This design comes from an exercise in tuning for small area and a short achievable clock period on the open sky130 flow, not from production work.
The RTL was checked by simulation tests, not by an equivalence proof against the original design.

==> flow/design.v, too long to show whole: its modules and the start of the top module <==
// module top_32bit: 119 lines
// module opmux: 4 lines
// module ltcmp: 3 lines
// module mulfront: 941 lines
// module csaback: 359 lines
// module xo2: 3 lines
module top_32bit(
    input               clk,
    input               we,
    input               reset,
    input      [31:0]   data,
    input      [1:0]    p_sel,
    input      [31:0]   P0,
    input      [31:0]   P1,
    output     [31:0]   P0_out,
    output     [31:0]   P1_out,
    output     [31:0]   data_out
  );
  // ...
==> flow/run.sh <==
#!/bin/bash
# synth_recipe.tcl (not shown) runs the flow's synth.tcl, then flattens the netlist and writes it again
# the make line also repeats each setting of config.mk as NAME=value (left out here)
make -C /OpenROAD-flow-scripts/flow DESIGN_CONFIG=/design/flow/config.mk WORK_HOME=/design/flow/orfs CLKGATE_MAP_FILE= SYNTH_SCRIPT=/design/flow/synth_recipe.tcl finish
==> flow/config.mk <==
export PLATFORM = sky130hd
export DESIGN_NAME = top_32bit
export DESIGN_NICKNAME = top_32bit
export VERILOG_FILES = /design/flow/design.v
export SDC_FILE = /design/flow/constraint.sdc
export NUM_CORES = 4
export LEC_CHECK = 0
export CAP_MARGIN = 20
export CORE_MARGIN = 2
export CORE_UTILIZATION = 40
export SETUP_SLACK_MARGIN = 5
export SLEW_MARGIN = 20
export SYNTH_HIERARCHICAL = 1
==> flow/constraint.sdc <==
create_clock -name core_clock -period 12.0 [get_ports {clk}]
set_input_delay 2.4000 -clock core_clock [delete_from_list [all_inputs] [get_ports {clk}]]
set_output_delay 2.4000 -clock core_clock [all_outputs]
set_load 0.01 [all_outputs]
==> impl_metrics.yaml, run 1 <==
final_layout:
  area_growth_syn_to_layout_pct: 14.3
  regMostFlops: "mem"
  largest_reg_flops: 384
  regArea_um2: 21700
  clkbuf_count: 112
  largestClassByArea: "multi-input combinational cells"
sta:
  fmax_mhz: 144
  period_share_pct: 57.8
  setup_viol: 0
run_status:
  outcome: "complete, no violations"
logic_synthesis:
  synth_compound_area_share_pct: 20.6
  synth_common_cells: "edfxtp_1, nor2_1, nand2_1, o211ai_1, a21oi_1"
  yosys.cell_count.top_type: "edfxtp_1"
  synth_top_family_by_area: "compound AO/OA/AOI/OAI gates"
  synthAdderAreaFrac_pct: 4.23
  synth_xor_area_share_pct: 5.32
global_routing:
  antenna_found_initial: 5
  overflow: 0
clocking:
  cts_made_buffers: 88
  post_cts_buffers: 23
detailed_routing:
  wl_met1_um: 72100
  drtAntennaViolNets: 0
  vias: 40300
  wl_met3_um: 18200
  drc: 0
  drt_pass1_iterations: 6
  viasPerCell: 6.29
placed_design:
  hpwl_um: 112000
setup_path:
  critPathLaunchType: "flip-flop"
  crit_end: "data_out[30]"
==> run 2: changes to the inputs <==
==> flow/flow/run.sh (new file) <==
#!/bin/bash
set -euo pipefail
bash standard.sh SETUP_SLACK_MARGIN=6.5 finish > layout_make.log 2>&1
==> flow/standard.sh (new file) <==
#!/bin/bash
# synth_recipe.tcl (not shown) runs the flow's synth.tcl, then flattens the netlist and writes it again
# the make line also repeats each setting of config.mk as NAME=value (left out here)
make -C /OpenROAD-flow-scripts/flow DESIGN_CONFIG=/design/flow/config.mk WORK_HOME=/design/flow/orfs CLKGATE_MAP_FILE= SYNTH_SCRIPT=/design/flow/synth_recipe.tcl "${@:-finish}"
--- a/flow/config.mk
+++ b/flow/config.mk
@@ -9,5 +9,4 @@
 export CORE_MARGIN = 2
 export CORE_UTILIZATION = 40
-export SETUP_SLACK_MARGIN = 5
 export SLEW_MARGIN = 20
 export SYNTH_HIERARCHICAL = 1
removed: flow/run.sh
==> run 2 against run 1 <==
  * Non-clock buffer count grew 575
  * Highest routed layer unchanged
  * Still clean on timing, DRC and antenna
  * Critical endpoint is now data_out[29]
  * Die area is the same
  * First-iteration DRC count grew 24%
  * Critical path type unchanged
  * Critical path depth is the same
==> impl_metrics.yaml, run 2 <==
setup_path:
  required_ps: 9600
  slowest_delay_ps: 630
  cp.arrival_ps: 4220
  cp_cell_sequence: "xor2_2, xnor2_1, a21oi_2, ha_4, buf_4, buf_6, and3_4, o211ai_1, a21o_1, buf_4, o21ai_2, xor2_2, buf_6, clkdlybuf4s15_2"
  regToRegStartpoint: "mid[22]$_DFF_P_"
  crit_family: "XOR/XNOR gates"
  cp_slowest_cell: "xnor2_1"
  crit_buf_inv: 5
  crit_type: "flip-flop to output pin"
  critPathLaunch: "mid[22]$_DFF_P_"
  critPathLaunchType: "flip-flop"
  path_max_fanout: 4
  end_kind: "output pin"
logic_synthesis:
  syn-cell-area_um2: 50500
  syn_inst: 4724
  synth_area_per_cell_um2: 10.7
  synth_cell_type_count: 112
  synth_warnings: 7
  synth_edf_count: 576
  synth_top_area_share_pct: 34.3
  ys_seq_elements: 778
  syn-num-nets: 4956
  synthFlopType: "edfxtp_1"
  synth-seq-area-share_pct: 43.0
  synthArstFlopShare_pct: 9.64
  yosys.cell_count.top_type: "edfxtp_1"
  synth_common_cells: "edfxtp_1, nor2_1, nand2_1, o211ai_1, a21oi_1"
  yosysTopAreaCell: "edfxtp_1"
  synthTopCellsByArea: "edfxtp_1, dfxtp_1, mux4_2, o211ai_1, mux2_2"
sta:
  fin_tns_setup_ps: 0
  post-route-min-period_ps: 6620
  timing.final.ws_setup_ps: 5380
  worst_slew_pin_slew_ps: 1200
  finClkSkew_ps: 55.3
  fmax_mhz: 151
  finalHoldViolations: 0
  period_share_pct: 55.2
  slew_headroom_pct: 20.0
  rsz0062_at_grt: "true"
  slew_violations: 0
  setup_viol: 0
floorplan:
  rows: 130
  die_width_um: 359
  die_area_um2: 129000
  coreArea_um2: 125000
  start_util_pct: 40.3
  io_pins: 197
  die-height_um: 359
detailed_routing:
  viasPerCell: 6.50
  wirelength_um: 213000
  drc: 0
  routedWlPerCell_um: 30.5
  vias: 45500
  drt_pass1_iterations: 6
  drtIter0Drc: 6500
  drtAntennaViolNets: 0
clocking:
  cts_made_buffers: 86
  cts_root_buffer: "clkbuf_16"
  cts_tree: "built"
  clk_path_buf_depth: 3
  holdBufCountCts: 0
  cts.sinks: 778
  clk_latency_ps: 730
  htree_levels: 3
  cts.clk_slew.worst_paths_ps: 60
global_routing:
  grt_max_degree: 87
  grt_pass1_vias: 42100
  overflow: 0
  antenna_found_initial: 7
  grt_pass1_wl_um: 291000
  grtUsageTotal_pct: 30.3
placed_design:
  io_buffers: 177
  gp_congestion: 0.930
  hpwl_um: 111000
  pre_cts_slack_ps: 3150
worst_hold_path:
  worstHoldPathType: "flip-flop to flip-flop"
  hold_start: "first$_DFF_P_"
final_layout:
  multi_input_area_um2: 29800
  layout_commonest_cell: "edfxtp_1"
  regArea_um2: 21800
  final_nets: 5501
  final_layout_size_suffix_gt1_share_pct: 37.1
  layout_common_cells: "edfxtp_1, buf_4, nor2_1"
  reg_top3: "mem x384, Rh x192, mid x118"
  regMostFlops: "mem"
  largest_reg_flops: 384
  area_growth_syn_to_layout_pct: 35.7
  n_fill_cell: 10000
run:
  maxCapViolations: 0
run_status:
  outcome: "complete, no violations"
==> run 2: cells by family after synthesis <==
group	synth area share, %
flip-flops	43.0
AND/OR/NAND/NOR	8.91
multiplexers	10.9
AO/OA/AOI/OAI	20.6
buffers and inverters	7.10
adder cells (fa/ha/maj)	4.23
XOR/XNOR	5.32
==> run 2: worst register-to-register path: stages (launching register included) <==
cell and delay (ps):
dfxtp_2 320, xor2_2 180, xnor2_1 630, a21oi_2 160, ha_4 310, buf_4 110
buf_6 80, and3_4 200, o211ai_1 220, a21o_1 310, buf_6 150, buf_6 120
a211o_1 300, o211a_4 230, buf_4 180, buf_4 180, a21oi_1 170, nand2_1 130
ha_1 340, a21oi_1 160, o21ai_1 180, a221oi_4 450, o21ai_2 180, a21oi_4 190
a31oi_1 100, o22ai_1 170, nor2_1 60, a21oi_1 130
==> run 2: metrics by stage <==
step                area (um2)  std cells  hold WS (ps)  util, %
global route             68500       6993           493     54.6
global placement         53200       6197           454     42.4
finish                   68500       6995           490     54.6
floorplan                50900       4724           345        -
detailed placement       53200       6197           454     42.4
CTS                      64900       6803           470     51.8
==> run 2: cell type report <==
class | count | share of cell area (%)
Antenna cell | 2 | 0.00731
Clock buffer | 117 | 3.52
Clock inverter | 45 | 0.827
Inverter | 222 | 1.31
Multi-Input combinational cell | 3226 | 43.5
Sequential cell | 778 | 31.8
Tap cell | 1650 | 3.01
Timing Repair Buffer | 955 | 16.1
==> run 2: metal layers <==
metal	up-vias	wire length, um	track usage [%]
li1	19000	-	-
met1	22200	76800	38.3
met2	3387	91300	45.4
met3	922	27800	9.41
met4	10	17100	18.2
met5	-	68	0
==> run 2: worst paths after layout <==
path | end | slack (ps) | depth (start not counted)
min in group asynchronous | R1[5]$_DFFE_PP0N_ | 2490 | 2
setup / recovery | data_out[29] | 5380 | 14
hold reg to reg | a1[0]$_DFF_PP0_ | 490 | 1
max in group asynchronous | R0[23]$_DFFE_PP0N_ | 8260 | 3
hold / removal | a1[0]$_DFF_PP0_ | 490 | 1
setup reg to reg | mid[0]$_DFF_P_ | 5960 | 27
==> run 2: repair_timing <==
item | 4_1_cts | 5_1_grt
setup endpoints to repair | 145 | 99
cloned | 58 | 20
gates resized for setup | 921 | 384
hold endpoints to repair | 0 | 0
setup buffers | 386 | 170
pin swaps | 254 | 275
==> run 2: modules after synthesis (local to each module, per instance) <==
module / flops+latches / times used
csaback: 0 / 1
ltcmp: 0 / 1
mulfront: 0 / 1
opmux: 0 / 2
top_32bit: 778 / 1
xo2: 0 / 134

-- separate check: timing with driven ports --
The results above use ideal ports. As a check the final layouts listed here were re-extracted and re-timed, cells and wires unchanged.
Step 1, drivers: a clkbuf_16 drives clk and a buf_2 each remaining input, both assumed.
Step 2 also shifts input and output timing later by t, the mid clock arrival at the registers, as if the neighbouring blocks saw the same clock.
Slacks: no drivers / after step 1 / after step 2; pairs: no drivers / after step 1.
run	t (ns)	slack for setup (ns)	hold WS [ns]	latest minus earliest clock arrival (ns)	cell pins on the clock port's net
run 1	0.776	5.064 / 4.992 / 4.722	0.485 / 0.485 / 0.485	0.053 / 0.053	1
run 2	0.772	5.380 / 5.309 / 5.385	0.490 / 0.490 / 0.490	0.057 / 0.057	1
After both steps setup and hold are still met in every run listed. For run 1, which loses most, drivers alone change the setup slack by -0.072 ns; drivers and shift together by -0.342 ns.
